What follows belongs to an exercise in optimizing a design on an open flow for small area; a production flow would make more cautious choices.
At most, simulation tests tie the RTL to the original design; equivalence was not proved.
The clock port is modelled as an ideal driver, which makes a skipped or thinned clock tree look cheaper than it is; a real chip needs a root buffer or a tree.
Power is estimated from default activity; no workload was simulated.

Setup of v6:
==> flow/design.v <==
`timescale 1ns / 1ps
module led_driver(
 input clock,
 input rst,
 input [31:0] data,
 output [7:0] AN,
 output CA,
 output CB,
 output CC,
 output CD,
 output CE,
 output CF,
 output CG
 );
localparam [17:0] P = 18'b101010101010101010;
localparam [17:0] R = 18'h08040;
reg [17:0] y;
wire [17:0] s = y ^ P;
wire z = (s[16:0] == 17'd0);
wire tick = z & ~s[17];
wire fb = s[17] ^ s[10] ^ z;
always @(posedge clock)
	if (rst)
		y <= R ^ P;
	else
		y <= {s[16:0], fb} ^ P;
reg [2:0] counter;
always @(posedge clock)
	if (rst)
		counter <= 3'b000;
	else if (tick)
		counter <= counter + 3'd1;
assign AN[0] = !((!counter[2])&(!counter[1])&(!counter[0]));
assign AN[1] = !((!counter[2])&(!counter[1])&(counter[0]));
assign AN[2] = !((!counter[2])&(counter[1])&(!counter[0]));
assign AN[3] = !((!counter[2])&(counter[1])&(counter[0]));
assign AN[4] = !((counter[2])&(!counter[1])&(!counter[0]));
assign AN[5] = !((counter[2])&(!counter[1])&(counter[0]));
assign AN[6] = !((counter[2])&(counter[1])&(!counter[0]));
assign AN[7] = !((counter[2])&(counter[1])&(counter[0]));
reg [3:0] nib;
always @(posedge clock) begin
	nib[0] <= &(AN | {data[28], data[24], data[20], data[16], data[12], data[8], data[4], data[0]});
	nib[1] <= &(AN | {data[29], data[25], data[21], data[17], data[13], data[9], data[5], data[1]});
	nib[2] <= &(AN | {data[30], data[26], data[22], data[18], data[14], data[10], data[6], data[2]});
	nib[3] <= &(AN | {data[31], data[27], data[23], data[19], data[15], data[11], data[7], data[3]});
end
localparam [15:0] TA = 16'b0011100000010010;
localparam [15:0] TB = 16'b1101100001100000;
localparam [15:0] TC = 16'b1101000000000100;
localparam [15:0] TD = 16'b1000010010010010;
localparam [15:0] TE = 16'b0000001010111010;
localparam [15:0] TF = 16'b0011000010001110;
localparam [15:0] TG = 16'b0000000010000011;
wire [6:0] seg = {TA[nib], TB[nib], TC[nib], TD[nib], TE[nib], TF[nib], TG[nib]};
assign {CA,CB,CC,CD,CE,CF,CG} = seg;
endmodule
clock: 5.0 ns
lec_check: 0
cap_margin: 20
core_area: 2.5 2.5 60.5 60.5
die_area: 0 0 63 63
slew_margin: 20
standard.sh (not shown) runs the stock make flow with config.mk's settings and CLKGATE_MAP_FILE= SYNTH_SCRIPT=/design/flow/synth_recipe.tcl, a recipe that flattens the netlist after the stock synthesis.
==> flow/flow/run.sh <==
#!/bin/bash
# Own layout flow: the standard flow with
#  - synthesis mapped by the smallest of the mappings that flow/abc*.abc
#    (area-oriented ABC scripts) give, and no adder cell extraction
#    (ADDER_MAP_FILE empty),
#  - port buffers of the smallest buffer cell, buf_1,
#  - a clock tree of its own (flow/clktree.tcl): three clkbuf_4 buffers, each
#    driving a third of the flip-flops, driven straight from the clock port.
# Each step's full output goes to a log file in this folder.
set -euo pipefail
HERE=$(pwd)
export FLOW_ABC_DIR=$HERE/flow
{ head -n 1 synth_recipe.tcl; cat flow/abc_hook.tcl; tail -n +2 synth_recipe.tcl; } > flow_synth.tcl
export FLOW_CLK_GROUPS=3
export FLOW_CLK_BUF=sky130_fd_sc_hd__clkbuf_4
ARGS=(ADDER_MAP_FILE= "BUFFER_PORTS_ARGS=-buffer_cell sky130_fd_sc_hd__buf_1"
      PRE_CTS_TCL=$HERE/flow/clktree.tcl)
bash standard.sh SYNTH_SCRIPT=$HERE/flow_synth.tcl "${ARGS[@]}" synth > flow_synth.log 2>&1
bash standard.sh "${ARGS[@]}" finish > flow_finish.log 2>&1
Other scripts of this flow, unchanged in this note and not shown: flow/flow/abc0.abc, flow/flow/abc1.abc, flow/flow/abc2.abc, flow/flow/abc3.abc, flow/flow/abc4.abc, flow/flow/abc5.abc, flow/flow/abc6.abc, flow/flow/abc7.abc, flow/flow/abc_hook.tcl, flow/flow/clktree.tcl
Input-level comparison between v7 and v6:
==> flow/design.v, changed modules only <==
module led_driver(
 input clock,
 input rst,
 input [31:0] data,
 output [7:0] AN,
 output CA,
 output CB,
 output CC,
 output CD,
 output CE,
 output CF,
 output CG
 );
localparam [17:0] P = 18'h2aaaa;
localparam [17:0] R = 18'h08040;
reg [17:0] y;
wire [17:0] s = y ^ P;
wire z = (s[16:0] == 17'd0);
wire tick = z & ~s[17];
wire fb = s[17] ^ s[10] ^ z;
always @(posedge clock)
	if (rst)
		y <= R ^ P;
	else
		y <= {s[16:0], fb} ^ P;
localparam [2:0] CI = 3'd2;
reg [2:0] cnt;
wire [2:0] counter = cnt ^ CI;
always @(posedge clock)
	if (rst)
		cnt <= CI;
	else
		cnt <= (counter + {2'b00, tick}) ^ CI;
assign AN[0] = !((!counter[2])&(!counter[1])&(!counter[0]));
assign AN[1] = !((!counter[2])&(!counter[1])&(counter[0]));
assign AN[2] = !((!counter[2])&(counter[1])&(!counter[0]));
assign AN[3] = !((!counter[2])&(counter[1])&(counter[0]));
assign AN[4] = !((counter[2])&(!counter[1])&(!counter[0]));
assign AN[5] = !((counter[2])&(!counter[1])&(counter[0]));
assign AN[6] = !((counter[2])&(counter[1])&(!counter[0]));
assign AN[7] = !((counter[2])&(counter[1])&(counter[0]));
localparam [3:0] NI = 4'd0;
reg [3:0] nr;
always @(posedge clock) begin
	nr[0] <= NI[0] ^ (&(AN | {data[28], data[24], data[20], data[16], data[12], data[8], data[4], data[0]}));
	nr[1] <= NI[1] ^ (&(AN | {data[29], data[25], data[21], data[17], data[13], data[9], data[5], data[1]}));
	nr[2] <= NI[2] ^ (&(AN | {data[30], data[26], data[22], data[18], data[14], data[10], data[6], data[2]}));
	nr[3] <= NI[3] ^ (&(AN | {data[31], data[27], data[23], data[19], data[15], data[11], data[7], data[3]}));
end
wire [3:0] nib = nr ^ NI;
localparam [15:0] TA = 16'b0011100000010010;
localparam [15:0] TB = 16'b1101100001100000;
localparam [15:0] TC = 16'b1101000000000100;
localparam [15:0] TD = 16'b1000010010010010;
localparam [15:0] TE = 16'b0000001010111010;
localparam [15:0] TF = 16'b0011000010001110;
localparam [15:0] TG = 16'b0000000010000011;
assign {CA,CB,CC,CD,CE,CF,CG} = {TA[nib], TB[nib], TC[nib], TD[nib], TE[nib], TF[nib], TG[nib]};
endmodule
Across both runs, largest incremental delay on the critical path was lower for v7 than for v6. Clock power: v7 better than v6. met3 track demand over resource in global routing was higher in the run labelled v6. Compare v6 and v7 | length of routed met3 wiring lower: v6. On largest net degree at the start of global routing: between v6 and v7, it ends up higher for v6. Sort v6 and v7 by relative area change from synthesis to final layout desc -> top: v6. [compare] base=v6 new=v7: pin slew with the least headroom to its limit went down 0.065 ns; power dissipated in combinational cells went up about 7%; proportion of power drawn by combinational gates went up 1.1 points.
No functional check of the RTL was part of v7. In every run of this note, the design's own scripts or RTL, not TritonCTS, make the clock network.

## what the ideal ports hide
The results above use ideal ports. As a check the final layouts listed here were re-extracted and re-timed, cells and wires unchanged.
Step 1 assumes that a clkbuf_16 drives the clock port and a buf_2 every other input.
Step 2 moves the port delays by t, midway between the first and last clock arrival at a register: inputs arrive t later, outputs are due t later. That takes back most of the time a late clock gives input paths.
Three values: no drivers, after step 1, after step 2; two values: the first two.
run | shift t [ns] | setup WS [ns] | worst hold slack (ns)
v6 | 0.175 | 2.403 / 2.374 / 2.549 | 0.377 / 0.377 / 0.377
v7 | 0.175 | 2.374 / 2.346 / 2.521 | 0.370 / 0.370 / 0.370
After both steps every run listed still meets setup and hold.
